From an optimization exercise on the open Yosys and OpenROAD flow, aimed at small area, a short achievable clock period and few clock cycles; shortcuts taken in it are not production practice. Function was not checked in any run shown here: the RTL went through the layout flow alone. Power and IR drop assume default switching activity.

==> design/flow/design.v <==
module top_arrhythmia #(parameter BITSIZE = 16) (
    input wire  clk,
    input wire  reset,
    input wire  [BITSIZE*10-1:0]   x,
    output wire [BITSIZE*6-1:0]    out_intermediate,
    output wire [BITSIZE*1-1:0] out_zvar,
    output wire [BITSIZE*1-1:0] out_zmean,
    output wire [BITSIZE*1-1:0] out_sampling,
    output wire [BITSIZE*6-1:0]    out_hidden_classifier,
    output wire [BITSIZE*2-1:0]    y,
    output wire done_flag_out
);
    reg [5:0] tr;
    reg       done;
    wire [24:0] osel = srcdec(tr);
    function [24:0] srcdec(input [5:0] t);
        begin
            srcdec = 25'd0;
            case (t)
                6'd0: srcdec[0] = 1'b1;
                6'd1: srcdec[1] = 1'b1;
                6'd2: srcdec[2] = 1'b1;
                6'd3: srcdec[3] = 1'b1;
                6'd4: srcdec[4] = 1'b1;
                6'd5: srcdec[5] = 1'b1;
                6'd6: srcdec[6] = 1'b1;
                6'd7: srcdec[7] = 1'b1;
                6'd8: srcdec[8] = 1'b1;
                6'd9: srcdec[9] = 1'b1;
                6'd10: srcdec[0] = 1'b1;
                6'd11: srcdec[1] = 1'b1;
                6'd12: srcdec[2] = 1'b1;
                6'd13: srcdec[3] = 1'b1;
                6'd14: srcdec[4] = 1'b1;
                6'd15: srcdec[5] = 1'b1;
                6'd16: srcdec[6] = 1'b1;
                6'd17: srcdec[7] = 1'b1;
                6'd18: srcdec[8] = 1'b1;
                6'd19: srcdec[9] = 1'b1;
                6'd20: srcdec[0] = 1'b1;
                6'd21: srcdec[1] = 1'b1;
                6'd22: srcdec[2] = 1'b1;
                6'd23: srcdec[3] = 1'b1;
                6'd24: srcdec[4] = 1'b1;
                6'd25: srcdec[5] = 1'b1;
                6'd26: srcdec[6] = 1'b1;
                6'd27: srcdec[7] = 1'b1;
                6'd28: srcdec[8] = 1'b1;
                6'd29: srcdec[9] = 1'b1;
                6'd30: srcdec[10] = 1'b1;
                6'd31: srcdec[11] = 1'b1;
                6'd32: srcdec[12] = 1'b1;
                6'd33: srcdec[13] = 1'b1;
                6'd34: srcdec[14] = 1'b1;
                6'd35: srcdec[15] = 1'b1;
                6'd38: srcdec[23] = 1'b1;
                6'd39: srcdec[22] = 1'b1;
                6'd40: srcdec[22] = 1'b1;
                6'd41: srcdec[24] = 1'b1;
                6'd42: srcdec[20] = 1'b1;
                6'd43: srcdec[19] = 1'b1;
                6'd44: srcdec[18] = 1'b1;
                6'd45: srcdec[17] = 1'b1;
                6'd46: srcdec[16] = 1'b1;
                default: ;
            endcase
        end
    endfunction
    wire preload, acc_en, ylast, zwe, h1we0, h1we1, h1we2, h3we0, h3we1, h3we2;
    wire [7:0] bsel;    
    function [7:0] bdec(input [5:0] t);
        begin
            bdec = {t == 6'd43, t == 6'd42, t == 6'd41, t == 6'd40, t == 6'd32, t == 6'd22, t == 6'd12, t == 6'd2};
        end
    endfunction
    function [9:0] ctldec(input [5:0] t);
        begin
            ctldec = {t == 6'd2 | t == 6'd12 | t == 6'd22 | t == 6'd32 | t == 6'd40 | t == 6'd41 | t == 6'd42 | t == 6'd43,
                      (t >= 6'd2) && (t <= 6'd49),
                      t == 6'd49, t == 6'd38,
                      t == 6'd12, t == 6'd22, t == 6'd32,
                      t == 6'd41, t == 6'd42, t == 6'd43};
        end
    endfunction
    always @(posedge clk or posedge reset) begin
        if (reset) begin
            tr   <= 6'd1;
            done <= 1'b0;
        end else if (!done) begin
            tr   <= tr + 6'd1;
            if (tr == 6'd49) done <= 1'b1;
        end
    end
    assign done_flag_out = done;
    assign {preload, acc_en, ylast, zwe, h1we0, h1we1, h1we2, h3we0, h3we1, h3we2} = ctldec(tr);
    assign bsel = bdec(tr);
    reg [14:0] h1_0, h1_1, h1_2, h1_3, h1_4, h1_5;
    reg [14:0] h3_0, h3_1, h3_2, h3_3, h3_4, h3_5;
    reg [15:0] zmean_r, zvar_r;
    reg        zsign_r;
    reg [15:0] accA, accB;
    reg        accfA, accfB;
    wire [15:0] vA, vB;
    wire        sA, sB;
    wire [14:0] mA, mB, rA, rB;
    wire [15:0] opa_n =
        ({16{osel[0]}} & x[0 +: 16]) |
        ({16{osel[1]}} & x[16 +: 16]) |
        ({16{osel[2]}} & x[32 +: 16]) |
        ({16{osel[3]}} & x[48 +: 16]) |
        ({16{osel[4]}} & x[64 +: 16]) |
        ({16{osel[5]}} & x[80 +: 16]) |
        ({16{osel[6]}} & x[96 +: 16]) |
        ({16{osel[7]}} & x[112 +: 16]) |
        ({16{osel[8]}} & x[128 +: 16]) |
        ({16{osel[9]}} & x[144 +: 16]) |
        ({16{osel[10]}} & {1'b0, h1_0}) |
        ({16{osel[11]}} & {1'b0, h1_1}) |
        ({16{osel[12]}} & {1'b0, h1_2}) |
        ({16{osel[13]}} & {1'b0, h1_3}) |
        ({16{osel[14]}} & {1'b0, h1_4}) |
        ({16{osel[15]}} & {1'b0, h1_5}) |
        ({16{osel[16]}} & {1'b0, h3_0}) |
        ({16{osel[17]}} & {1'b0, h3_1}) |
        ({16{osel[18]}} & {1'b0, h3_2}) |
        ({16{osel[19]}} & {1'b0, h3_3}) |
        ({16{osel[20]}} & {1'b0, h3_4}) |
        ({16{osel[21]}} & {1'b0, h3_5}) |
        ({16{osel[22]}} & zmean_r) |
        ({16{osel[23]}} & {sA, mA}) |
        ({16{osel[24]}} & {1'b0, rA});
    reg [21:0] romA_sel;
    always @(*) begin
        case (tr)
            6'd0: romA_sel = 22'h0507b0;
            6'd1: romA_sel = 22'h071c06;
            6'd2: romA_sel = 22'h015780;
            6'd3: romA_sel = 22'h010a08;
            6'd4: romA_sel = 22'h010700;
            6'd5: romA_sel = 22'h050da4;
            6'd6: romA_sel = 22'h02508c;
            6'd7: romA_sel = 22'h041900;
            6'd8: romA_sel = 22'h030426;
            6'd9: romA_sel = 22'h251319;
            6'd10: romA_sel = 22'h021108;
            6'd11: romA_sel = 22'h045980;
            6'd12: romA_sel = 22'h049096;
            6'd13: romA_sel = 22'h021208;
            6'd14: romA_sel = 22'h210600;
            6'd15: romA_sel = 22'h028492;
            6'd16: romA_sel = 22'h059b09;
            6'd17: romA_sel = 22'h08a525;
            6'd18: romA_sel = 22'h2543b8;
            6'd19: romA_sel = 22'h04c7b0;
            6'd20: romA_sel = 22'h004082;
            6'd21: romA_sel = 22'h00c988;
            6'd22: romA_sel = 22'h235584;
            6'd23: romA_sel = 22'h049114;
            6'd24: romA_sel = 22'h200101;
            6'd25: romA_sel = 22'h065c82;
            6'd26: romA_sel = 22'h268d25;
            6'd27: romA_sel = 22'h0aeba8;
            6'd28: romA_sel = 22'h28ad20;
            6'd29: romA_sel = 22'h009b80;
            6'd30: romA_sel = 22'h201004;
            6'd31: romA_sel = 22'h206180;
            6'd32: romA_sel = 22'h0246a0;
            6'd33: romA_sel = 22'h227b88;
            6'd34: romA_sel = 22'h202c01;
            6'd35: romA_sel = 22'h2cbf80;
            6'd38: romA_sel = 22'h2306a0;
            6'd39: romA_sel = 22'h02910d;
            6'd40: romA_sel = 22'h043901;
            6'd41: romA_sel = 22'h282621;
            6'd42: romA_sel = 22'h248c23;
            6'd43: romA_sel = 22'h219780;
            6'd44: romA_sel = 22'h046390;
            6'd45: romA_sel = 22'h0a3610;
            6'd46: romA_sel = 22'h22920b;
            default: romA_sel = 22'h000000;
        endcase
    end
    reg [21:0] romB_sel;
    always @(*) begin
        case (tr)
            6'd0: romB_sel = 22'h041012;
            6'd1: romB_sel = 22'h249496;
            6'd2: romB_sel = 22'h000601;
            6'd3: romB_sel = 22'h025580;
            6'd4: romB_sel = 22'h2a2d21;
            6'd5: romB_sel = 22'h008807;
            6'd6: romB_sel = 22'h01d380;
            6'd7: romB_sel = 22'h22cf80;
            6'd8: romB_sel = 22'h241a02;
            6'd9: romB_sel = 22'h005280;
            6'd10: romB_sel = 22'h02409c;
            6'd11: romB_sel = 22'h211780;
            6'd12: romB_sel = 22'h0440b2;
            6'd13: romB_sel = 22'h20d988;
            6'd14: romB_sel = 22'h015a8a;
            6'd15: romB_sel = 22'h22180a;
            6'd16: romB_sel = 22'h069c07;
            6'd17: romB_sel = 22'h200001;
            6'd18: romB_sel = 22'h22890d;
            6'd19: romB_sel = 22'h02080a;
            6'd20: romB_sel = 22'h218b08;
            6'd21: romB_sel = 22'h0448a4;
            6'd22: romB_sel = 22'h250aa0;
            6'd23: romB_sel = 22'h035584;
            6'd24: romB_sel = 22'h051298;
            6'd25: romB_sel = 22'h20dd80;
            6'd26: romB_sel = 22'h029388;
            6'd27: romB_sel = 22'h240434;
            6'd28: romB_sel = 22'h05529a;
            6'd29: romB_sel = 22'h045e82;
            6'd30: romB_sel = 22'h241cc0;
            6'd31: romB_sel = 22'h2b3711;
            6'd32: romB_sel = 22'h213a09;
            6'd33: romB_sel = 22'h22100a;
            6'd34: romB_sel = 22'h29aba8;
            6'd35: romB_sel = 22'h01408e;
            6'd38: romB_sel = 22'h28f380;
            6'd39: romB_sel = 22'h0ab780;
            6'd40: romB_sel = 22'h2aa0be;
            6'd41: romB_sel = 22'h05cba0;
            6'd42: romB_sel = 22'h01cb88;
            6'd43: romB_sel = 22'h22001a;
            6'd44: romB_sel = 22'h22822b;
            6'd45: romB_sel = 22'h231600;
            6'd46: romB_sel = 22'h028721;
            default: romB_sel = 22'h000000;
        endcase
    end
    reg [15:0] opa;
    reg [21:0] romA, romB;
    always @(posedge clk) begin
        opa  <= reset ? x[15:0] : opa_n;
        romA <= reset ? 22'h0507b0 : romA_sel;
        romB <= reset ? 22'h041012 : romB_sel;
    end
    wire [29:11] svA_n, cvA_n, svB_n, cvB_n;
    wire        clA_n, clB_n;
    booth_pp ppA (.m(opa[14:0]), .r(romA[20:0]), .sv(svA_n), .cv(cvA_n), .cl(clA_n));
    booth_pp ppB (.m(opa[14:0]), .r(romB[20:0]), .sv(svB_n), .cv(cvB_n), .cl(clB_n));
    reg [29:11] svA, cvA, svB, cvB;
    reg         clA, clB;
    reg        sgA2, sgB2;
    always @(posedge clk) begin
        svA <= svA_n; cvA <= cvA_n; clA <= clA_n;
        svB <= svB_n; cvB <= cvB_n; clB <= clB_n;
        sgA2 <= opa[15] ^ romA[21];
        sgB2 <= opa[15] ^ romB[21];
    end
    wire [15:0] qA_n, qB_n;
    booth_fin finA (.sv(svA), .cv(cvA), .cl(clA), .sg(sgA2), .q(qA_n));
    booth_fin finB (.sv(svB), .cv(cvB), .cl(clB), .sg(sgB2), .q(qB_n));
    reg [15:0] qA, qB;
    reg        qcA, qcB;
    always @(posedge clk) begin
        qA <= qA_n;
        qB <= qB_n;
        qcA <= sgA2;
        qcB <= sgB2;
    end
    wire [15:0] biasA = ({16{bsel[0]}} & 16'h05e4) |
        ({16{bsel[1]}} & 16'hff75) |
        ({16{bsel[2]}} & 16'hffb8) |
        ({16{bsel[3]}} & 16'hffbb) |
        ({16{bsel[4]}} & 16'h014c) |
        ({16{bsel[5]}} & 16'hfe27) |
        ({16{bsel[6]}} & 16'h0511) |
        ({16{bsel[7]}} & 16'h04f3);
    wire biasA_s = bsel[1] | bsel[2] | bsel[3] | bsel[5];
    wire [15:0] biasB = ({16{bsel[0]}} & 16'hff89) |
        ({16{bsel[1]}} & 16'hfec6) |
        ({16{bsel[2]}} & 16'hfdf5) |
        ({16{bsel[3]}} & 16'he6b6) |
        ({16{bsel[4]}} & 16'h0205) |
        ({16{bsel[5]}} & 16'h03b6) |
        ({16{bsel[6]}} & 16'h019d) |
        ({16{bsel[7]}} & 16'hfb0d);
    wire biasB_s = bsel[0] | bsel[1] | bsel[2] | bsel[3] | bsel[7];
    sat_acc accuA (.acc(accA), .accf(accfA), .q(qA), .qc(qcA), .v(vA), .s(sA), .mag(mA), .relu(rA));
    sat_acc accuB (.acc(accB), .accf(accfB), .q(qB), .qc(qcB), .v(vB), .s(sB), .mag(mB), .relu(rB));
    always @(posedge clk) begin
        if (reset) begin
            accA <= 16'h0000; accB <= 16'h0000; accfA <= 1'b0; accfB <= 1'b0;
            zmean_r <= 16'h0000; zvar_r <= 16'h0000; zsign_r <= 1'b0;
            h1_0 <= 15'd0; h1_1 <= 15'd0; h1_2 <= 15'd0; h1_3 <= 15'd0; h1_4 <= 15'd0; h1_5 <= 15'd0;
            h3_0 <= 15'd0; h3_1 <= 15'd0; h3_2 <= 15'd0; h3_3 <= 15'd0; h3_4 <= 15'd0; h3_5 <= 15'd0;
        end else begin
            if (acc_en) begin
                accA  <= preload ? biasA : ylast ? {sA, mA} : vA;
                accB  <= preload ? biasB : ylast ? {sB, mB} : vB;
                accfA <= preload ? biasA_s : sA;
                accfB <= preload ? biasB_s : sB;
            end
            if (h1we0) begin h1_0 <= rA; h1_1 <= rB; end
            if (h1we1) begin h1_2 <= rA; h1_3 <= rB; end
            if (h1we2) begin h1_4 <= rA; h1_5 <= rB; end
            if (zwe) begin
                zmean_r <= {sA, mA};
                zsign_r <= vA[15];
                zvar_r  <= {sB, mB};
            end
            if (h3we0) begin h3_5 <= rA; h3_4 <= rB; end
            if (h3we1) begin h3_3 <= rA; h3_2 <= rB; end
            if (h3we2) begin h3_1 <= rA; h3_0 <= rB; end
        end
    end
    assign out_intermediate = {1'b0, h1_5, 1'b0, h1_4, 1'b0, h1_3, 1'b0, h1_2, 1'b0, h1_1, 1'b0, h1_0};
    assign out_hidden_classifier = {1'b0, h3_5, 1'b0, h3_4, 1'b0, h3_3, 1'b0, h3_2, 1'b0, h3_1, 1'b0, h3_0};
    assign out_zmean = zmean_r;
    assign out_zvar = zvar_r;
    assign out_sampling = {zsign_r, zmean_r[14:0]};
    assign y = {accA, accB};
endmodule
module booth_pp (
    input  wire [14:0] m,
    input  wire [20:0] r,
    output wire [29:11] sv,
    output wire [29:11] cv,
    output wire        cl
);
    wire [6:0] ng  = r[20:14];
    wire [6:0] one = r[13:7];
    wire [6:0] two = r[6:0];
    wire [16:0] x0 = (({17{one[0]}} & {2'b00, m}) | ({17{two[0]}} & {1'b0, m, 1'b0})) ^ {17{ng[0]}};
    wire [16:0] x1 = (({17{one[1]}} & {2'b00, m}) | ({17{two[1]}} & {1'b0, m, 1'b0})) ^ {17{ng[1]}};
    wire [16:0] x2 = (({17{one[2]}} & {2'b00, m}) | ({17{two[2]}} & {1'b0, m, 1'b0})) ^ {17{ng[2]}};
    wire [16:0] x3 = (({17{one[3]}} & {2'b00, m}) | ({17{two[3]}} & {1'b0, m, 1'b0})) ^ {17{ng[3]}};
    wire [16:0] x4 = (({17{one[4]}} & {2'b00, m}) | ({17{two[4]}} & {1'b0, m, 1'b0})) ^ {17{ng[4]}};
    wire [16:0] x5 = (({17{one[5]}} & {2'b00, m}) | ({17{two[5]}} & {1'b0, m, 1'b0})) ^ {17{ng[5]}};
    wire [15:0] x6 = ({16{one[6]}} & {1'b0, m}) | ({16{two[6]}} & {m, 1'b0});
    wire w1 = x0[10] ^ x1[8];
    wire w2 = x0[10] & x1[8];
    wire w3 = x0[11] ^ x1[9];
    wire w4 = x0[11] & x1[9];
    wire w5 = x0[12] ^ x1[10] ^ x2[8];
    wire w6 = (x0[12] & x1[10]) | (x0[12] & x2[8]) | (x1[10] & x2[8]);
    wire w7 = x0[13] ^ x1[11] ^ x2[9];
    wire w8 = (x0[13] & x1[11]) | (x0[13] & x2[9]) | (x1[11] & x2[9]);
    wire w9 = x0[14] ^ x1[12] ^ x2[10];
    wire w10 = (x0[14] & x1[12]) | (x0[14] & x2[10]) | (x1[12] & x2[10]);
    wire w11 = x0[15] ^ x1[13] ^ x2[11];
    wire w12 = (x0[15] & x1[13]) | (x0[15] & x2[11]) | (x1[13] & x2[11]);
    wire w13 = ~x0[16] ^ x1[14] ^ x2[12];
    wire w14 = (~x0[16] & x1[14]) | (~x0[16] & x2[12]) | (x1[14] & x2[12]);
    wire w15 = x3[10] ^ x4[8];
    wire w16 = x3[10] & x4[8];
    wire w17 = x1[15] ^ x2[13] ^ x3[11];
    wire w18 = (x1[15] & x2[13]) | (x1[15] & x3[11]) | (x2[13] & x3[11]);
    wire w19 = x4[9] ^ x5[7];
    wire w20 = x4[9] & x5[7];
    wire w21 = ~x1[16] ^ x2[14] ^ x3[12];
    wire w22 = (~x1[16] & x2[14]) | (~x1[16] & x3[12]) | (x2[14] & x3[12]);
    wire w23 = x2[15] ^ x3[13];
    wire w24 = x2[15] & x3[13];
    wire w25 = x0[6] ^ x1[4];
    wire w26 = x0[6] & x1[4];
    wire w27 = x0[7] ^ x1[5];
    wire w28 = x0[7] & x1[5];
    wire w29 = x0[8] ^ x1[6] ^ x2[4];
    wire w30 = (x0[8] & x1[6]) | (x0[8] & x2[4]) | (x1[6] & x2[4]);
    wire w31 = x3[2] ^ x4[0];
    wire w32 = x3[2] & x4[0];
    wire w33 = x0[9] ^ x1[7] ^ x2[5];
    wire w34 = (x0[9] & x1[7]) | (x0[9] & x2[5]) | (x1[7] & x2[5]);
    wire w35 = x3[3] ^ x4[1];
    wire w36 = x3[3] & x4[1];
    wire w37 = w1 ^ x2[6] ^ x3[4];
    wire w38 = (w1 & x2[6]) | (w1 & x3[4]) | (x2[6] & x3[4]);
    wire w39 = x4[2] ^ x5[0] ^ ng[5];
    wire w40 = (x4[2] & x5[0]) | (x4[2] & ng[5]) | (x5[0] & ng[5]);
    wire w41 = w2 ^ w3 ^ x2[7];
    wire w42 = (w2 & w3) | (w2 & x2[7]) | (w3 & x2[7]);
    wire w43 = x3[5] ^ x4[3] ^ x5[1];
    wire w44 = (x3[5] & x4[3]) | (x3[5] & x5[1]) | (x4[3] & x5[1]);
    wire w45 = w4 ^ w5 ^ x3[6];
    wire w46 = (w4 & w5) | (w4 & x3[6]) | (w5 & x3[6]);
    wire w47 = x4[4] ^ x5[2] ^ x6[0];
    wire w48 = (x4[4] & x5[2]) | (x4[4] & x6[0]) | (x5[2] & x6[0]);
    wire w49 = w6 ^ w7 ^ x3[7];
    wire w50 = (w6 & w7) | (w6 & x3[7]) | (w7 & x3[7]);
    wire w51 = x4[5] ^ x5[3] ^ x6[1];
    wire w52 = (x4[5] & x5[3]) | (x4[5] & x6[1]) | (x5[3] & x6[1]);
    wire w53 = w8 ^ w9 ^ x3[8];
    wire w54 = (w8 & w9) | (w8 & x3[8]) | (w9 & x3[8]);
    wire w55 = x4[6] ^ x5[4] ^ x6[2];
    wire w56 = (x4[6] & x5[4]) | (x4[6] & x6[2]) | (x5[4] & x6[2]);
    wire w57 = w10 ^ w11 ^ x3[9];
    wire w58 = (w10 & w11) | (w10 & x3[9]) | (w11 & x3[9]);
    wire w59 = x4[7] ^ x5[5] ^ x6[3];
    wire w60 = (x4[7] & x5[5]) | (x4[7] & x6[3]) | (x5[5] & x6[3]);
    wire w61 = w12 ^ w13 ^ w15;
    wire w62 = (w12 & w13) | (w12 & w15) | (w13 & w15);
    wire w63 = x5[6] ^ x6[4] ^ 1'b1;
    wire w64 = (x5[6] & x6[4]) | (x5[6] & 1'b1) | (x6[4] & 1'b1);
    wire w65 = w14 ^ w16 ^ w17;
    wire w66 = (w14 & w16) | (w14 & w17) | (w16 & w17);
    wire w67 = w19 ^ x6[5] ^ 1'b1;
    wire w68 = (w19 & x6[5]) | (w19 & 1'b1) | (x6[5] & 1'b1);
    wire w69 = w18 ^ w20 ^ w21;
    wire w70 = (w18 & w20) | (w18 & w21) | (w20 & w21);
    wire w71 = x4[10] ^ x5[8] ^ x6[6];
    wire w72 = (x4[10] & x5[8]) | (x4[10] & x6[6]) | (x5[8] & x6[6]);
    wire w73 = w22 ^ w23 ^ x4[11];
    wire w74 = (w22 & w23) | (w22 & x4[11]) | (w23 & x4[11]);
    wire w75 = x5[9] ^ x6[7] ^ 1'b1;
    wire w76 = (x5[9] & x6[7]) | (x5[9] & 1'b1) | (x6[7] & 1'b1);
    wire w77 = w24 ^ ~x2[16] ^ x3[14];
    wire w78 = (w24 & ~x2[16]) | (w24 & x3[14]) | (~x2[16] & x3[14]);
    wire w79 = x4[12] ^ x5[10] ^ x6[8];
    wire w80 = (x4[12] & x5[10]) | (x4[12] & x6[8]) | (x5[10] & x6[8]);
    wire w81 = x3[15] ^ x4[13] ^ x5[11];
    wire w82 = (x3[15] & x4[13]) | (x3[15] & x5[11]) | (x4[13] & x5[11]);
    wire w83 = x6[9] ^ 1'b1;
    wire w84 = x6[9] & 1'b1;
    wire w85 = ~x3[16] ^ x4[14] ^ x5[12];
    wire w86 = (~x3[16] & x4[14]) | (~x3[16] & x5[12]) | (x4[14] & x5[12]);
    wire w87 = x4[15] ^ x5[13];
    wire w88 = x4[15] & x5[13];
    wire w89 = x0[4] ^ x1[2];
    wire w90 = x0[4] & x1[2];
    wire w91 = x0[5] ^ x1[3];
    wire w92 = x0[5] & x1[3];
    wire w93 = w25 ^ x2[2] ^ x3[0];
    wire w94 = (w25 & x2[2]) | (w25 & x3[0]) | (x2[2] & x3[0]);
    wire w95 = w26 ^ w27 ^ x2[3];
    wire w96 = (w26 & w27) | (w26 & x2[3]) | (w27 & x2[3]);
    wire w97 = w28 ^ w29 ^ w31;
    wire w98 = (w28 & w29) | (w28 & w31) | (w29 & w31);
    wire w99 = w30 ^ w32 ^ w33;
    wire w100 = (w30 & w32) | (w30 & w33) | (w32 & w33);
    wire w101 = w34 ^ w36 ^ w37;
    wire w102 = (w34 & w36) | (w34 & w37) | (w36 & w37);
    wire w103 = w38 ^ w40 ^ w41;
    wire w104 = (w38 & w40) | (w38 & w41) | (w40 & w41);
    wire w105 = w42 ^ w44 ^ w45;
    wire w106 = (w42 & w44) | (w42 & w45) | (w44 & w45);
    wire w107 = w46 ^ w48 ^ w49;
    wire w108 = (w46 & w48) | (w46 & w49) | (w48 & w49);
    wire w109 = w50 ^ w52 ^ w53;
    wire w110 = (w50 & w52) | (w50 & w53) | (w52 & w53);
    wire w111 = w54 ^ w56 ^ w57;
    wire w112 = (w54 & w56) | (w54 & w57) | (w56 & w57);
    wire w113 = w58 ^ w60 ^ w61;
    wire w114 = (w58 & w60) | (w58 & w61) | (w60 & w61);
    wire w115 = w62 ^ w64 ^ w65;
    wire w116 = (w62 & w64) | (w62 & w65) | (w64 & w65);
    wire w117 = w66 ^ w68 ^ w69;
    wire w118 = (w66 & w68) | (w66 & w69) | (w68 & w69);
    wire w119 = w70 ^ w72 ^ w73;
    wire w120 = (w70 & w72) | (w70 & w73) | (w72 & w73);
    wire w121 = w74 ^ w76 ^ w77;
    wire w122 = (w74 & w76) | (w74 & w77) | (w76 & w77);
    wire w123 = w78 ^ w80 ^ w81;
    wire w124 = (w78 & w80) | (w78 & w81) | (w80 & w81);
    wire w125 = w82 ^ w84 ^ w85;
    wire w126 = (w82 & w84) | (w82 & w85) | (w84 & w85);
    wire w127 = w86 ^ w87 ^ x6[11];
    wire w128 = (w86 & w87) | (w86 & x6[11]) | (w87 & x6[11]);
    wire w129 = w88 ^ ~x4[16] ^ x5[14];
    wire w130 = (w88 & ~x4[16]) | (w88 & x5[14]) | (~x4[16] & x5[14]);
    wire w131 = x5[15] ^ x6[13];
    wire w132 = x5[15] & x6[13];
    wire w133 = x0[2] ^ x1[0];
    wire w134 = x0[2] & x1[0];
    wire w135 = x0[3] ^ x1[1];
    wire w136 = x0[3] & x1[1];
    wire w137 = w89 ^ x2[0] ^ ng[2];
    wire w138 = (w89 & x2[0]) | (w89 & ng[2]) | (x2[0] & ng[2]);
    wire w139 = w90 ^ w91 ^ x2[1];
    wire w140 = (w90 & w91) | (w90 & x2[1]) | (w91 & x2[1]);
    wire w141 = w92 ^ w93 ^ ng[3];
    wire w142 = (w92 & w93) | (w92 & ng[3]) | (w93 & ng[3]);
    wire w143 = w94 ^ w95 ^ x3[1];
    wire w144 = (w94 & w95) | (w94 & x3[1]) | (w95 & x3[1]);
    wire w145 = w96 ^ w97 ^ ng[4];
    wire w146 = (w96 & w97) | (w96 & ng[4]) | (w97 & ng[4]);
    wire w147 = w98 ^ w99 ^ w35;
    wire w148 = (w98 & w99) | (w98 & w35) | (w99 & w35);
    wire w149 = w100 ^ w101 ^ w39;
    wire w150 = (w100 & w101) | (w100 & w39) | (w101 & w39);
    wire w151 = w102 ^ w103 ^ w43;
    wire w152 = (w102 & w103) | (w102 & w43) | (w103 & w43);
    wire w153 = w104 ^ w105 ^ w47;
    wire w154 = (w104 & w105) | (w104 & w47) | (w105 & w47);
    wire w155 = w106 ^ w107 ^ w51;
    wire w156 = (w106 & w107) | (w106 & w51) | (w107 & w51);
    wire w157 = w108 ^ w109 ^ w55;
    wire w158 = (w108 & w109) | (w108 & w55) | (w109 & w55);
    wire w159 = w110 ^ w111 ^ w59;
    wire w160 = (w110 & w111) | (w110 & w59) | (w111 & w59);
    wire w161 = w112 ^ w113 ^ w63;
    wire w162 = (w112 & w113) | (w112 & w63) | (w113 & w63);
    wire w163 = w114 ^ w115 ^ w67;
    wire w164 = (w114 & w115) | (w114 & w67) | (w115 & w67);
    wire w165 = w116 ^ w117 ^ w71;
    wire w166 = (w116 & w117) | (w116 & w71) | (w117 & w71);
    wire w167 = w118 ^ w119 ^ w75;
    wire w168 = (w118 & w119) | (w118 & w75) | (w119 & w75);
    wire w169 = w120 ^ w121 ^ w79;
    wire w170 = (w120 & w121) | (w120 & w79) | (w121 & w79);
    wire w171 = w122 ^ w123 ^ w83;
    wire w172 = (w122 & w123) | (w122 & w83) | (w123 & w83);
    wire w173 = w124 ^ w125 ^ x6[10];
    wire w174 = (w124 & w125) | (w124 & x6[10]) | (w125 & x6[10]);
    wire w175 = w126 ^ w127 ^ 1'b1;
    wire w176 = (w126 & w127) | (w126 & 1'b1) | (w127 & 1'b1);
    wire w177 = w128 ^ w129 ^ x6[12];
    wire w178 = (w128 & w129) | (w128 & x6[12]) | (w129 & x6[12]);
    wire w179 = w130 ^ w131 ^ 1'b1;
    wire w180 = (w130 & w131) | (w130 & 1'b1) | (w131 & 1'b1);
    wire w181 = w132 ^ ~x5[16] ^ x6[14];
    wire w182 = (w132 & ~x5[16]) | (w132 & x6[14]) | (~x5[16] & x6[14]);
    wire w183 = x6[15] ^ 1'b1;
    wire w184 = x6[15] & 1'b1;
    wire [10:0] sl, cvl;
    assign sl[0] = x0[0];
    assign cvl[0] = ng[0];
    assign sl[1] = x0[1];
    assign cvl[1] = 1'b0;
    assign sl[2] = w133;
    assign cvl[2] = ng[1];
    assign sl[3] = w134;
    assign cvl[3] = w135;
    assign sl[4] = w136;
    assign cvl[4] = w137;
    assign sl[5] = w138;
    assign cvl[5] = w139;
    assign sl[6] = w140;
    assign cvl[6] = w141;
    assign sl[7] = w142;
    assign cvl[7] = w143;
    assign sl[8] = w144;
    assign cvl[8] = w145;
    assign sl[9] = w146;
    assign cvl[9] = w147;
    assign sl[10] = w148;
    assign cvl[10] = w149;
    assign sv[11] = w150;
    assign cv[11] = w151;
    assign sv[12] = w152;
    assign cv[12] = w153;
    assign sv[13] = w154;
    assign cv[13] = w155;
    assign sv[14] = w156;
    assign cv[14] = w157;
    assign sv[15] = w158;
    assign cv[15] = w159;
    assign sv[16] = w160;
    assign cv[16] = w161;
    assign sv[17] = w162;
    assign cv[17] = w163;
    assign sv[18] = w164;
    assign cv[18] = w165;
    assign sv[19] = w166;
    assign cv[19] = w167;
    assign sv[20] = w168;
    assign cv[20] = w169;
    assign sv[21] = w170;
    assign cv[21] = w171;
    assign sv[22] = w172;
    assign cv[22] = w173;
    assign sv[23] = w174;
    assign cv[23] = w175;
    assign sv[24] = w176;
    assign cv[24] = w177;
    assign sv[25] = w178;
    assign cv[25] = w179;
    assign sv[26] = w180;
    assign cv[26] = w181;
    assign sv[27] = w182;
    assign cv[27] = w183;
    assign sv[28] = w184;
    assign cv[28] = 1'b1;
    assign sv[29] = 1'b1;
    assign cv[29] = 1'b0;
    wire [10:0] g0 = sl & cvl;
    wire [10:0] p0 = sl | cvl;
    wire [10:0] g1, p1;
    assign g1[0] = g0[0];
    assign p1[0] = p0[0];
    assign g1[1] = g0[1] | (p0[1] & g0[0]);
    assign p1[1] = p0[1] & p0[0];
    assign g1[2] = g0[2] | (p0[2] & g0[1]);
    assign p1[2] = p0[2] & p0[1];
    assign g1[3] = g0[3] | (p0[3] & g0[2]);
    assign p1[3] = p0[3] & p0[2];
    assign g1[4] = g0[4] | (p0[4] & g0[3]);
    assign p1[4] = p0[4] & p0[3];
    assign g1[5] = g0[5] | (p0[5] & g0[4]);
    assign p1[5] = p0[5] & p0[4];
    assign g1[6] = g0[6] | (p0[6] & g0[5]);
    assign p1[6] = p0[6] & p0[5];
    assign g1[7] = g0[7] | (p0[7] & g0[6]);
    assign p1[7] = p0[7] & p0[6];
    assign g1[8] = g0[8] | (p0[8] & g0[7]);
    assign p1[8] = p0[8] & p0[7];
    assign g1[9] = g0[9] | (p0[9] & g0[8]);
    assign p1[9] = p0[9] & p0[8];
    assign g1[10] = g0[10] | (p0[10] & g0[9]);
    assign p1[10] = p0[10] & p0[9];
    wire [10:0] g2, p2;
    assign g2[0] = g1[0];
    assign p2[0] = p1[0];
    assign g2[1] = g1[1];
    assign p2[1] = p1[1];
    assign g2[2] = g1[2] | (p1[2] & g1[0]);
    assign p2[2] = p1[2] & p1[0];
    assign g2[3] = g1[3] | (p1[3] & g1[1]);
    assign p2[3] = p1[3] & p1[1];
    assign g2[4] = g1[4] | (p1[4] & g1[2]);
    assign p2[4] = p1[4] & p1[2];
    assign g2[5] = g1[5] | (p1[5] & g1[3]);
    assign p2[5] = p1[5] & p1[3];
    assign g2[6] = g1[6] | (p1[6] & g1[4]);
    assign p2[6] = p1[6] & p1[4];
    assign g2[7] = g1[7] | (p1[7] & g1[5]);
    assign p2[7] = p1[7] & p1[5];
    assign g2[8] = g1[8] | (p1[8] & g1[6]);
    assign p2[8] = p1[8] & p1[6];
    assign g2[9] = g1[9] | (p1[9] & g1[7]);
    assign p2[9] = p1[9] & p1[7];
    assign g2[10] = g1[10] | (p1[10] & g1[8]);
    assign p2[10] = p1[10] & p1[8];
    wire [10:0] g3, p3;
    assign g3[0] = g2[0];
    assign p3[0] = p2[0];
    assign g3[1] = g2[1];
    assign p3[1] = p2[1];
    assign g3[2] = g2[2];
    assign p3[2] = p2[2];
    assign g3[3] = g2[3];
    assign p3[3] = p2[3];
    assign g3[4] = g2[4] | (p2[4] & g2[0]);
    assign p3[4] = p2[4] & p2[0];
    assign g3[5] = g2[5] | (p2[5] & g2[1]);
    assign p3[5] = p2[5] & p2[1];
    assign g3[6] = g2[6] | (p2[6] & g2[2]);
    assign p3[6] = p2[6] & p2[2];
    assign g3[7] = g2[7] | (p2[7] & g2[3]);
    assign p3[7] = p2[7] & p2[3];
    assign g3[8] = g2[8] | (p2[8] & g2[4]);
    assign p3[8] = p2[8] & p2[4];
    assign g3[9] = g2[9] | (p2[9] & g2[5]);
    assign p3[9] = p2[9] & p2[5];
    assign g3[10] = g2[10] | (p2[10] & g2[6]);
    assign p3[10] = p2[10] & p2[6];
    wire [10:0] g4, p4;
    assign g4[0] = g3[0];
    assign p4[0] = p3[0];
    assign g4[1] = g3[1];
    assign p4[1] = p3[1];
    assign g4[2] = g3[2];
    assign p4[2] = p3[2];
    assign g4[3] = g3[3];
    assign p4[3] = p3[3];
    assign g4[4] = g3[4];
    assign p4[4] = p3[4];
    assign g4[5] = g3[5];
    assign p4[5] = p3[5];
    assign g4[6] = g3[6];
    assign p4[6] = p3[6];
    assign g4[7] = g3[7];
    assign p4[7] = p3[7];
    assign g4[8] = g3[8] | (p3[8] & g3[0]);
    assign p4[8] = p3[8] & p3[0];
    assign g4[9] = g3[9] | (p3[9] & g3[1]);
    assign p4[9] = p3[9] & p3[1];
    assign g4[10] = g3[10] | (p3[10] & g3[2]);
    assign p4[10] = p3[10] & p3[2];
    assign cl = g4[10];
endmodule
module booth_fin (
    input  wire [29:11] sv,
    input  wire [29:11] cv,
    input  wire        cl,
    input  wire        sg,
    output wire [15:0] q
);
    wire [29:11] p = sv + cv + {18'd0, cl};
    wire [15:0] qs = (|p[29:26]) ? 16'h7fff : {1'b0, p[25:11]};
    assign q = qs ^ {16{sg}};
endmodule
module sat_acc (
    input  wire [15:0] acc,
    input  wire        accf,
    input  wire [15:0] q,
    input  wire        qc,
    output wire [15:0] v,
    output wire        s,
    output wire [14:0] mag,
    output wire [14:0] relu
);
    wire [16:0] a17 = {acc[15], acc};
    wire [16:0] b17 = {q[15], q};
    wire [16:0] sum = a17 + b17 + {16'd0, qc};
    wire [16:0] nsum = ~a17 + ~b17 + {16'd0, ~qc} + 17'd1;
    wire [16:0] ax = a17 ^ b17;
    wire [16:0] ao = {a17[15:0] | b17[15:0], 1'b0};
    wire zero  = qc ? (&ax) : (ax == ao);
    wire zlow  = qc ? (&ax[14:0]) : (ax[14:0] == ao[14:0]);
    wire pos_ovf = ~sum[16] & sum[15];
    wire neg_ovf = sum[16] & (~sum[15] | zlow);
    assign v = pos_ovf ? 16'h7fff : neg_ovf ? 16'h8001 : sum[15:0];
    assign s = zero ? accf : sum[16];
    wire big = sum[16] ? nsum[15] : sum[15];
    assign mag  = big ? 15'h7fff : sum[16] ? nsum[14:0] : sum[14:0];
    assign relu = sum[16] ? 15'd0 : sum[15] ? 15'h7fff : sum[14:0];
endmodule
==> design/flow/flow/run.sh <==
#!/bin/bash
# The standard layout (standard synthesis, floorplan, placement, CTS,
# routing) with two changes to how it is made; the SDC, the synthesis and
# every other step are the standard flow's own:
#  - ORFS's setup repair aims at a shorter period than the constraint's:
#    repair_timing gets a setup margin of flow/margin ns;
#  - the port buffers that buffer_ports inserts on every input and output
#    are sky130_fd_sc_hd__buf_2 (resized later as timing needs).
set -euo pipefail
export SETUP_SLACK_MARGIN=$(cat flow/margin)
export BUFFER_PORTS_ARGS="-buffer_cell sky130_fd_sc_hd__buf_2"
bash standard.sh > flow_standard.log 2>&1
==> design/flow/flow/margin <==
8.35
==> design/flow/standard.sh <==
#!/bin/bash
# synth_recipe.tcl (not shown) runs the flow's synth.tcl, then flattens the netlist and writes it again
# the make line also repeats each setting of config.mk as NAME=value (left out here)
make -C /OpenROAD-flow-scripts/flow DESIGN_CONFIG=/design/flow/config.mk WORK_HOME=/design/flow/orfs CLKGATE_MAP_FILE= SYNTH_SCRIPT=/design/flow/synth_recipe.tcl "${@:-finish}"
==> design/flow/config.mk <==
export PLATFORM = sky130hd
export DESIGN_NAME = top_arrhythmia
export DESIGN_NICKNAME = top_arrhythmia
export VERILOG_FILES = /design/flow/design.v
export SDC_FILE = /design/flow/constraint.sdc
export NUM_CORES = 4
export LEC_CHECK = 0
export ABC_AREA = 1
export CAP_MARGIN = 20
export CORE_MARGIN = 2
export CORE_UTILIZATION = 50
export PLACE_DENSITY = 0.7
export SLEW_MARGIN = 20
==> design/flow/constraint.sdc <==
create_clock -name core_clock -period 12.0 [get_ports {clk}]
set_input_delay 2.4000 -clock core_clock [delete_from_list [all_inputs] [get_ports {clk}]]
set_output_delay 2.4000 -clock core_clock [all_outputs]
set_load 0.01 [all_outputs]
==> impl_metrics.prom, run 1 <==
# TYPE chip_impl_metric gauge
chip_impl_info{name="outcome",value="finished clean"} 1
chip_impl_metric{name="stdcell_area",unit="sq um"} 38400
chip_impl_metric{name="setup_violations_final",unit=""} 0
chip_impl_metric{name="fmax",unit="GHz"} 0.272
chip_impl_metric{name="cts_htree_levels",unit=""} 2
chip_impl_info{name="critical_path.startpoint_type",value="flip-flop"} 1
chip_impl_metric{name="grt_first_pass_wirelength",unit="um"} 215000
chip_impl_metric{name="place_worst_setup_slack",unit="ns"} 6.69
chip_impl_info{name="critical-path-top-cell-by-count",value="sky130_fd_sc_hd__nand2_1"} 1
chip_impl_metric{name="dr.pass1.iters",unit=""} 7
chip_impl_info{name="timing.critical_path.cells",value="inv_1, ha_1, nand2_1, inv_1, nand2_2, clkinvlp_4, buf_4, nand2_1, nand2_1, nor2_1, nand4_1, nor2_2, nand2_1, nor2_1, a31oi_1"} 1
chip_impl_metric{name="worst_r2r_path_depth",unit=""} 15
chip_impl_metric{name="grt_util_all_layers",unit=""} 0.408
chip_impl_metric{name="drive_above_1_share",unit=""} 0.158
chip_impl_metric{name="share_of_synthesized_area_occupied_by_flip_flops_and_latches",unit=""} 0.247
chip_impl_metric{name="ys_async_sr_fraction",unit=""} 0.0169
chip_impl_metric{name="hold-worst-slack",unit="ns"} 0.427
chip_impl_info{name="cts_root_buf",value="sky130_fd_sc_hd__clkbuf_16"} 1
chip_impl_metric{name="layout_worst_path_cycle_share",unit=""} 0.306
chip_impl_info{name="r2r-end",value="opa[5]"} 1
chip_impl_metric{name="place.port_buffers",unit=""} 422
chip_impl_metric{name="footprint_of_the_multi_input_gates",unit="sq um"} 21700
chip_impl_metric{name="max-cap-violations",unit=""} 0
chip_impl_metric{name="crit_buf_inv",unit=""} 4
chip_impl_metric{name="hold-path-cell-count",unit=""} 1
chip_impl_metric{name="cts_num_sinks",unit=""} 415
chip_impl_info{name="worst_hold_path_type",value="flip-flop to flip-flop"} 1
chip_impl_metric{name="residual_drc",unit=""} 0
chip_impl_metric{name="instances_no_fill",unit=""} 6120
chip_impl_info{name="cpMaxStageDelayCell",value="sky130_fd_sc_hd__dfstp_4"} 1
chip_impl_metric{name="fillCellCount",unit=""} 6611
chip_impl_metric{name="finalWeightedCongestion",unit=""} 1.05
chip_impl_metric{name="vdd_drop_max",unit="uV"} 167
chip_impl_metric{name="cts-root-to-sink-buffers",unit=""} 3
chip_impl_info{name="crit_path_end_kind",value="flip-flop"} 1
chip_impl_metric{name="placement_rows",unit=""} 95
chip_impl_metric{name="route.vias.total",unit=""} 36700
chip_impl_metric{name="global_route.overflow_total",unit=""} 0
chip_impl_info{name="worstSetupPathType",value="flip-flop to flip-flop"} 1
chip_impl_metric{name="synth_enable_flop_cells",unit=""} 0
chip_impl_metric{name="timing.final.hold_violations",unit=""} 0
chip_impl_metric{name="total_leakage_power",unit="nW"} 19.4
chip_impl_metric{name="antenna_left",unit=""} 0
chip_impl_metric{name="coreArea",unit="sq um"} 67000
chip_impl_metric{name="routed_wl",unit="um"} 149000
chip_impl_metric{name="grt_max_degree",unit=""} 96
chip_impl_metric{name="cts_buffers",unit=""} 46
chip_impl_metric{name="dieHeight",unit="um"} 264
chip_impl_metric{name="fin_setup_tns",unit="ns"} 0
chip_impl_metric{name="maxSlewHeadroom",unit=""} 0.187
chip_impl_info{name="holdCritStartpoint",value="romA[21]"} 1
chip_impl_metric{name="cts_hold_buffers",unit=""} 0
chip_impl_metric{name="slew_viol_final",unit=""} 0
chip_impl_metric{name="io-pin-count",unit=""} 435
chip_impl_metric{name="post-route-min-period",unit="ns"} 3.68
chip_impl_metric{name="timing.reg2reg.setup_slack",unit="ns"} 8.32
chip_impl_metric{name="crit_path_max_cell_delay",unit="ns"} 0.75
chip_impl_metric{name="postPlaceCellArea",unit="sq um"} 36000
chip_impl_metric{name="synth.distinct_cells",unit=""} 68
chip_impl_metric{name="syn_to_final_growth",unit="%"} 13.4
chip_impl_metric{name="grt_antenna_before_repair",unit=""} 18
chip_impl_metric{name="worstSkewPairLatency",unit="ns"} 0.64
chip_impl_info{name="r2r-start",value="tr[0]"} 1
chip_impl_metric{name="fp.dieArea",unit="sq um"} 69700
chip_impl_metric{name="final_critical_path_setup_slack",unit="ns"} 8.32
chip_impl_metric{name="synth.ff_latch_count",unit=""} 415
chip_impl_metric{name="power_density",unit="nW/um^2"} 235
chip_impl_metric{name="timing.clock.skew",unit="ns"} 0.0594
chip_impl_info{name="critical-path-top-delay-family",value="simple AND/OR/NAND/NOR gates"} 1
chip_impl_metric{name="path_clk_slew",unit="ns"} 0.06
chip_impl_metric{name="syn-cell-area",unit="sq um"} 33800
chip_impl_metric{name="finish.net_count",unit=""} 5683
chip_impl_metric{name="detail_route.iter0.violations",unit=""} 4839
chip_impl_metric{name="worst-slew-pin-transition",unit="ns"} 1.22
chip_impl_metric{name="detail_route.vias_per_cell",unit=""} 6.00
chip_impl_metric{name="syn-mean-instance-area",unit="sq um"} 6.88
chip_impl_metric{name="routed_length_per_placed_instance",unit="um"} 24.3
chip_impl_metric{name="start_util",unit=""} 0.504
chip_impl_info{name="whs_endpoint",value="sgA2"} 1
chip_impl_info{name="tritoncts_clock_tree",value="yes"} 1
chip_impl_metric{name="syn_inst",unit=""} 4915
chip_impl_info{name="rsz0062_at_grt",value="true"} 1
chip_impl_metric{name="dp_hpwl",unit="um"} 115000
chip_impl_metric{name="crit_path_max_fanout",unit=""} 16
chip_impl_metric{name="cp.arrival",unit="ns"} 4.13
chip_impl_metric{name="fp.dieW",unit="um"} 264
chip_impl_metric{name="seq_area",unit="sq um"} 8470
chip_impl_metric{name="worst_path_required_time",unit="ns"} 12.46
chip_impl_info{name="dominantRegCellSynth",value="sky130_fd_sc_hd__dfxtp_1"} 1
chip_impl_metric{name="vias_in_the_first_global_route",unit=""} 33200
chip_impl_metric{name="place.detailed.instances",unit=""} 5980
chip_impl_metric{name="yosys_warnings",unit=""} 1
-- state kept, by name, indices dropped and copies added, names as in the netlist, 16 cells and up --
name     cells
opa         16
qB          16
cvB         17
romA        20
cvA         16
qA          16
zvar_r      16
svA         17
romB        21
zmean_r     16
accA        16
svB         18
accB        16
-- per-layer routing --
layer	track usage	part of all wire	vias to the layer above
met5	0	0.00038	-
met4	0.247	0.074	8
met3	0.0963	0.12	543
met2	0.599	0.41	2545
met1	0.542	0.39	17100
li1	-	-	16500
-- cells by family after synthesis --
| family | Yosys count | synth area share |
|---|---|---|
| xor+xnor | 253 | 0.0660 |
| compound gates | 1025 | 0.170 |
| fa+ha+maj | 325 | 0.151 |
| other cells | 1 | 0.000111 |
| buf+inv | 965 | 0.116 |
| mux | 2 | 0.000666 |
| simple gates | 1929 | 0.249 |
| flops | 415 | 0.247 |
-- worst register-to-register path, stage by stage (launching register included) --
cell and delay (ns):
sky130_fd_sc_hd__dfstp_4 0.75, sky130_fd_sc_hd__inv_1 0.20, sky130_fd_sc_hd__ha_1 0.33, sky130_fd_sc_hd__nand2_1 0.32, sky130_fd_sc_hd__inv_1 0.20, sky130_fd_sc_hd__nand2_2 0.28
sky130_fd_sc_hd__clkinvlp_4 0.23, sky130_fd_sc_hd__buf_4 0.21, sky130_fd_sc_hd__nand2_1 0.09, sky130_fd_sc_hd__nand2_1 0.05, sky130_fd_sc_hd__nor2_1 0.12, sky130_fd_sc_hd__nand4_1 0.11
sky130_fd_sc_hd__nor2_2 0.37, sky130_fd_sc_hd__nand2_1 0.10, sky130_fd_sc_hd__nor2_1 0.11, sky130_fd_sc_hd__a31oi_1 0.10
-- cell type report --
type,instances,share of cell area
well taps,873,0.0285
clock buffers,57,0.0329
multi-input cells,3547,0.565
inverters,692,0.0709
diodes,14,0.000913
repair buffers,495,0.0725
flip-flops and latches,415,0.221
clock inverters,24,0.00760
repair inverters,3,0.000391
-- what timing repair did --
action | in CTS | in global routing
pin swaps | 1 | 6
endpoints found under the setup margin | 278 | 95
gates cloned | 2 | 4
buffers inserted | 17 | 22
gates resized for setup | 109 | 57
-- synthesized netlist by cell type, types with 22 or more instances --
cell	number	area share
sky130_fd_sc_hd__dfxtp_1	408	0.24
sky130_fd_sc_hd__nor2_1	267	0.030
sky130_fd_sc_hd__inv_1	645	0.072
sky130_fd_sc_hd__o21ai_0	360	0.053
sky130_fd_sc_hd__buf_1	30	0.0033
sky130_fd_sc_hd__a21oi_1	317	0.047
sky130_fd_sc_hd__clkinv_1	22	0.0024
sky130_fd_sc_hd__nand3_1	254	0.038
sky130_fd_sc_hd__nand2_1	1165	0.13
sky130_fd_sc_hd__buf_2	31	0.0046
sky130_fd_sc_hd__nand3b_1	23	0.0051
sky130_fd_sc_hd__clkbuf_1	153	0.017
sky130_fd_sc_hd__a31oi_1	41	0.0076
sky130_fd_sc_hd__nor3_1	26	0.0038
sky130_fd_sc_hd__ha_1	181	0.067
sky130_fd_sc_hd__xor2_1	220	0.057
sky130_fd_sc_hd__inv_2	23	0.0026
sky130_fd_sc_hd__buf_4	50	0.011
sky130_fd_sc_hd__o22ai_1	205	0.038
sky130_fd_sc_hd__fa_1	140	0.083
sky130_fd_sc_hd__xnor2_1	31	0.0080
sky130_fd_sc_hd__nand2_2	33	0.0061
sky130_fd_sc_hd__nand4_1	79	0.015
-- power by group --
part | leakage [nW] | internal (mW) | switching, mW | total, mW
clock network | 0.755 | 0.822 | 0.643 | 1.47
logic | 15.2 | 1.70 | 4.06 | 5.76
registers | 3.45 | 1.58 | 0.208 | 1.78
total | 19.4 | 4.10 | 4.91 | 9.01
-- metrics by stage --
step	total power, mW	util
2_1_floorplan	5.49	-
3_3_place_gp	7.21	0.537
3_5_place_dp	7.22	0.537
4_1_cts	8.76	0.566
5_1_grt	9.56	0.572
6_report	9.01	0.572
-- worst max path at each step --
stage | from | end | cells past startpoint
2_1_floorplan | reset | accB[10] | 6
3_3_place_gp | reset | h3_4[9] | 6
3_5_place_dp | reset | h3_4[14] | 6
4_1_cts | accA[9] | y[25] | 1
5_1_grt | romB[1] | clB | 13
6_report | tr[0] | opa[5] | 15
-- cell usage in the layout (no fill, tap or decap), types with 13 or more instances in the layout --
master	netlist	layout
sky130_fd_sc_hd__nand2_1	1165	1160
sky130_fd_sc_hd__inv_1	645	637
sky130_fd_sc_hd__buf_2	31	416
sky130_fd_sc_hd__o21ai_0	360	354
sky130_fd_sc_hd__dfxtp_1	408	335
sky130_fd_sc_hd__a21oi_1	317	317
sky130_fd_sc_hd__nor2_1	267	262
sky130_fd_sc_hd__nand3_1	254	254
sky130_fd_sc_hd__xor2_1	220	220
sky130_fd_sc_hd__o22ai_1	205	203
sky130_fd_sc_hd__ha_1	181	181
sky130_fd_sc_hd__fa_1	140	140
sky130_fd_sc_hd__nand4_1	79	79
sky130_fd_sc_hd__buf_4	50	68
sky130_fd_sc_hd__dfxtp_2	0	63
sky130_fd_sc_hd__clkbuf_16	0	48
sky130_fd_sc_hd__a31oi_1	41	40
sky130_fd_sc_hd__nand2_2	33	37
sky130_fd_sc_hd__xnor2_1	31	31
sky130_fd_sc_hd__nor3_1	26	26
sky130_fd_sc_hd__nand3b_1	23	23
sky130_fd_sc_hd__inv_2	23	21
sky130_fd_sc_hd__o21ai_1	13	19
sky130_fd_sc_hd__nand3_2	19	19
sky130_fd_sc_hd__o211ai_1	17	17
sky130_fd_sc_hd__nor2_4	10	15
sky130_fd_sc_hd__diode_2	0	14
sky130_fd_sc_hd__and2_1	14	14
sky130_fd_sc_hd__nand2_4	13	14
sky130_fd_sc_hd__clkinvlp_4	0	13
sky130_fd_sc_hd__clkinv_2	0	13
==> run 2: changes to the inputs <==
==> design/flow/flow/run.sh (replaced) <==
#!/bin/bash
# The standard layout (standard synthesis, floorplan, placement, CTS,
# routing) with two changes to how it is made; the SDC, the synthesis and
# every other step are the standard flow's own:
#  - ORFS's setup repair aims at a shorter period than the constraint's:
#    repair_timing gets a setup margin of flow/margin ns;
#  - the port buffers that buffer_ports inserts on every input and output
#    are sky130_fd_sc_hd__buf_1 (resized later as timing needs).
set -euo pipefail
export SETUP_SLACK_MARGIN=$(cat flow/margin)
export BUFFER_PORTS_ARGS="-buffer_cell sky130_fd_sc_hd__buf_1"
bash standard.sh > flow_standard.log 2>&1
==> design/flow/flow/margin (replaced) <==
8.3
==> run 2 against run 1 <==
Still clean on timing, DRC and antenna. Clock skew rose by 0.019 ns. Worst setup slack got worse by 0.049 ns. Clock power fell by 3%. Critical path type is now flip-flop to output pin.
==> impl_metrics.prom, run 2 <==
# TYPE chip_impl_metric gauge
chip_impl_info{name="outcome",value="finished clean"} 1
chip_impl_metric{name="slew_viol_final",unit=""} 0
chip_impl_info{name="yosys.cell_count.top_type",value="sky130_fd_sc_hd__nand2_1"} 1
chip_impl_metric{name="layout_worst_path_cycle_share",unit=""} 0.310
chip_impl_metric{name="dieHeight",unit="um"} 264
chip_impl_metric{name="grt_util_all_layers",unit=""} 0.404
chip_impl_metric{name="crit_path_max_cell_delay",unit="ns"} 0.37
chip_impl_metric{name="vdd_drop_max",unit="uV"} 150
chip_impl_metric{name="worstSkewPairLatency",unit="ns"} 0.65
chip_impl_metric{name="max-cap-violations",unit=""} 0
chip_impl_metric{name="use_met2",unit=""} 0.598
chip_impl_metric{name="synth.distinct_cells",unit=""} 68
chip_impl_metric{name="worst-slew-pin-transition",unit="ns"} 1.10
chip_impl_metric{name="largest_register_ffs",unit=""} 21
chip_impl_metric{name="fin_setup_tns",unit="ns"} 0
chip_impl_metric{name="cts_num_sinks",unit=""} 415
chip_impl_metric{name="gr-usage-met1",unit=""} 0.538
chip_impl_info{name="ys_top_cells_by_area",value="sky130_fd_sc_hd__dfxtp_1, sky130_fd_sc_hd__nand2_1, sky130_fd_sc_hd__fa_1, sky130_fd_sc_hd__inv_1, sky130_fd_sc_hd__ha_1"} 1
chip_impl_metric{name="utilization",unit=""} 0.561
chip_impl_info{name="holdCritStartpoint",value="romA[21]"} 1
chip_impl_info{name="tritoncts_clock_tree",value="yes"} 1
chip_impl_info{name="largest_register",value="romB"} 1
chip_impl_info{name="cpMaxStageDelayCell",value="sky130_fd_sc_hd__dfxtp_1"} 1
chip_impl_metric{name="post-route-min-period",unit="ns"} 3.72
chip_impl_metric{name="path_clk_slew",unit="ns"} 0.06
chip_impl_metric{name="io-pin-count",unit=""} 435
chip_impl_metric{name="yosys-mux-area-fraction",unit=""} 0.000666
chip_impl_metric{name="power_density",unit="nW/um^2"} 236
chip_impl_metric{name="design_power_total",unit="mW"} 8.86
chip_impl_metric{name="dr.pass1.iters",unit=""} 7
chip_impl_metric{name="timing.reg2reg.setup_slack",unit="ns"} 8.30
chip_impl_metric{name="routed_wl",unit="um"} 148000
chip_impl_metric{name="synth_xor_area_frac",unit=""} 0.0660
chip_impl_metric{name="fp.dieArea",unit="sq um"} 69700
chip_impl_metric{name="maxSlewHeadroom",unit=""} 0.267
chip_impl_metric{name="cts-root-to-sink-buffers",unit=""} 3
chip_impl_metric{name="antenna_left",unit=""} 0
chip_impl_metric{name="place_worst_setup_slack",unit="ns"} 6.33
chip_impl_metric{name="cp.arrival",unit="ns"} 1.32
chip_impl_info{name="worstSetupPathType",value="flip-flop to output pin"} 1
chip_impl_metric{name="final_critical_path_setup_slack",unit="ns"} 8.28
chip_impl_metric{name="synth_enable_flop_cells",unit=""} 0
chip_impl_metric{name="synth_compound_area_frac",unit=""} 0.170
chip_impl_metric{name="grt_first_pass_wirelength",unit="um"} 213000
chip_impl_metric{name="route.vias.total",unit=""} 36500
chip_impl_metric{name="hold-path-cell-count",unit=""} 1
chip_impl_metric{name="syn-mean-instance-area",unit="sq um"} 6.88
chip_impl_metric{name="setup_violations_final",unit=""} 0
chip_impl_metric{name="timing.clock.skew",unit="ns"} 0.0788
chip_impl_metric{name="fmax",unit="GHz"} 0.268
chip_impl_metric{name="dp_hpwl",unit="um"} 113000
chip_impl_metric{name="residual_drc",unit=""} 0
chip_impl_info{name="critical-path-top-delay-family",value="flip-flops"} 1
chip_impl_metric{name="syn_to_final_growth",unit="%"} 11.1
chip_impl_metric{name="synth.ff_latch_count",unit=""} 415
chip_impl_info{name="r2r-end",value="accA[10]"} 1
chip_impl_info{name="synth_common_cells",value="sky130_fd_sc_hd__nand2_1, sky130_fd_sc_hd__inv_1, sky130_fd_sc_hd__dfxtp_1"} 1
chip_impl_metric{name="vias_in_the_first_global_route",unit=""} 32900
chip_impl_metric{name="place.port_buffers",unit=""} 422
chip_impl_metric{name="fillCellCount",unit=""} 6744
chip_impl_info{name="cts_root_buf",value="sky130_fd_sc_hd__clkbuf_16"} 1
chip_impl_info{name="whs_endpoint",value="sgA2"} 1
chip_impl_metric{name="coreArea",unit="sq um"} 67000
chip_impl_info{name="crit_path_end_kind",value="output pin"} 1
chip_impl_info{name="worst_hold_path_type",value="flip-flop to flip-flop"} 1
chip_impl_info{name="critical_path.startpoint_type",value="flip-flop"} 1
chip_impl_info{name="dominantRegCellSynth",value="sky130_fd_sc_hd__dfxtp_1"} 1
chip_impl_info{name="timing.critical_path.cells",value="buf_1"} 1
chip_impl_metric{name="fp.dieW",unit="um"} 264
chip_impl_info{name="final_common_cell",value="sky130_fd_sc_hd__nand2_1"} 1
chip_impl_metric{name="ys_async_sr_fraction",unit=""} 0.0169
chip_impl_metric{name="drive_above_1_share",unit=""} 0.0756
chip_impl_metric{name="global_route.overflow_total",unit=""} 0
chip_impl_metric{name="grt_use_met3",unit=""} 0.0937
chip_impl_metric{name="start_util",unit=""} 0.504
chip_impl_metric{name="placement_rows",unit=""} 95
chip_impl_metric{name="detail_route.iter0.violations",unit=""} 4733
chip_impl_metric{name="cts_htree_levels",unit=""} 2
chip_impl_info{name="rsz0062_at_grt",value="true"} 1
chip_impl_metric{name="worst_r2r_path_depth",unit=""} 9
chip_impl_metric{name="crit_path_max_fanout",unit=""} 3
chip_impl_metric{name="synth.top_cell.area_share",unit=""} 0.242
chip_impl_info{name="mostFrequentLayoutCells",value="sky130_fd_sc_hd__nand2_1, sky130_fd_sc_hd__inv_1, sky130_fd_sc_hd__buf_1"} 1
chip_impl_metric{name="cts_buffers",unit=""} 46
chip_impl_info{name="synth_top_family_by_area",value="simple AND/OR/NAND/NOR gates"} 1
chip_impl_metric{name="syn_inst",unit=""} 4915
chip_impl_metric{name="finish.net_count",unit=""} 5669
chip_impl_metric{name="synthSimpleGateAreaFrac",unit=""} 0.249
chip_impl_metric{name="worst_path_required_time",unit="ns"} 9.60
chip_impl_metric{name="routed_length_per_placed_instance",unit="um"} 24.2
chip_impl_info{name="r2r-start",value="tr[0]"} 1
chip_impl_metric{name="timing.final.hold_violations",unit=""} 0
chip_impl_metric{name="grt_antenna_before_repair",unit=""} 17
chip_impl_metric{name="finalWeightedCongestion",unit=""} 1.06
chip_impl_metric{name="detail_route.vias_per_cell",unit=""} 5.98
chip_impl_info{name="globalRoute.busiestLayer",value="met2"} 1
chip_impl_metric{name="syn-cell-area",unit="sq um"} 33800
chip_impl_metric{name="share_of_synthesized_area_occupied_by_flip_flops_and_latches",unit=""} 0.247
chip_impl_metric{name="yosys_warnings",unit=""} 1
chip_impl_info{name="layout_top_registers",value="romB: 21 flops, romA: 20 flops, svB: 18 flops"} 1
chip_impl_metric{name="crit_buf_inv",unit=""} 1
chip_impl_metric{name="synth_adder_area_share",unit=""} 0.151
chip_impl_info{name="yosys.area.top_type",value="sky130_fd_sc_hd__dfxtp_1"} 1
chip_impl_metric{name="grt_max_degree",unit=""} 101
chip_impl_metric{name="total_leakage_power",unit="nW"} 17.9
==> run 2: cell counts after synthesis <==
Identical to the previous run, type by type.
==> run 2: per-layer routing <==
layer | vias up | wire (um)
li1 | 16500 | -
met5 | - | 61
met1 | 16900 | 57400
met2 | 2562 | 61600
met3 | 495 | 18300
met4 | 10 | 10500
==> run 2: cell families (layout without fill, tap and decap cells) <==
| kind of cell | Yosys count | after routing |
|---|---|---|
| mux | 2 | 2 |
| other cells | 1 | 24 |
| flops | 415 | 415 |
| xor+xnor | 253 | 253 |
| fa+ha+maj | 325 | 325 |
| compound gates | 1025 | 1025 |
| buf+inv | 965 | 1262 |
| simple gates | 1929 | 1929 |
==> run 2: layout make-up <==
type / instances / area, sq um / area share
multi-input combinational: 3546 / 21700 / 0.576
sequential: 415 / 8420 / 0.224
inverter: 692 / 2720 / 0.0723
timing repair buffer: 478 / 2120 / 0.0564
clock buffer: 59 / 1250 / 0.0333
tap: 873 / 1090 / 0.0291
clock inverter: 26 / 255 / 0.00679
timing repair inverter: 7 / 38.8 / 0.00103
antenna: 12 / 30.0 / 0.000799
==> run 2: how the worst max path moves through the flow <==
stage	start	cells past startpoint	slack [ns]	end
finish	h3_0[12]	1	8.28	out_hidden_classifier[12]
global placement	reset	6	6.36	h3_4[2]
global route	romA[8]	13	8.24	clA
CTS	accA[14]	1	8.30	y[30]
floorplan	reset	6	8.45	accB[10]
detailed placement	reset	6	6.33	h3_4[2]
==> run 2: where the power goes <==
group	internal, mW	switching, mW
Combinational	1.67	4.00
Clock	0.773	0.652
Sequential	1.57	0.199
Total	4.01	4.85
==> run 2: repair_timing <==
| action | 4_1_cts | 5_1_grt |
|---|---|---|
| hold buffers | 0 | 0 |
| gates cloned | 2 | 6 |
| endpoints found under the hold margin | 0 | 0 |
| buffers inserted | 10 | 14 |
| gates resized for setup | 103 | 48 |
| pin swaps | 1 | 0 |
| setup endpoints to repair | 210 | 73 |
==> run 2: stage by stage <==
step / instance area, sq um / instances / hold WS (ns)
after floorplan: 33900 / 4926 / 0.329
after global placement: 35500 / 5979 / 0.423
after detailed placement: 35500 / 5979 / 0.429
after CTS: 37300 / 6076 / 0.438
after global routing: 37600 / 6107 / 0.451
final: 37600 / 6108 / 0.432

[port drivers added, routing unchanged]
How much do the figures lean on ideal ports? The routed layouts below were timed once more, with nothing changed but the port constraints.
Step 1 sets driving cells, clkbuf_16 on the clock port and buf_2 on the other inputs (assumed; they add their load-dependent delay and slew).
Step 2 moves the port delays by t, midway between the first and last clock arrival at a register: inputs arrive t later, outputs are due t later. That takes back most of the time a late clock gives input paths.
a / b / c = no drivers / after step 1 / after step 2; a / b = the first two.
run	t, ns	slack for setup (ns)	clock arrival spread, ns
run 1	0.681	8.324 / 8.261 / 7.810	0.065 / 0.064
run 2	0.673	8.275 / 8.214 / 7.696	0.079 / 0.079
After both steps every run listed still meets setup and hold. For run 2, which loses most, drivers alone change the setup slack by -0.061 ns; drivers and shift together by -0.579 ns.
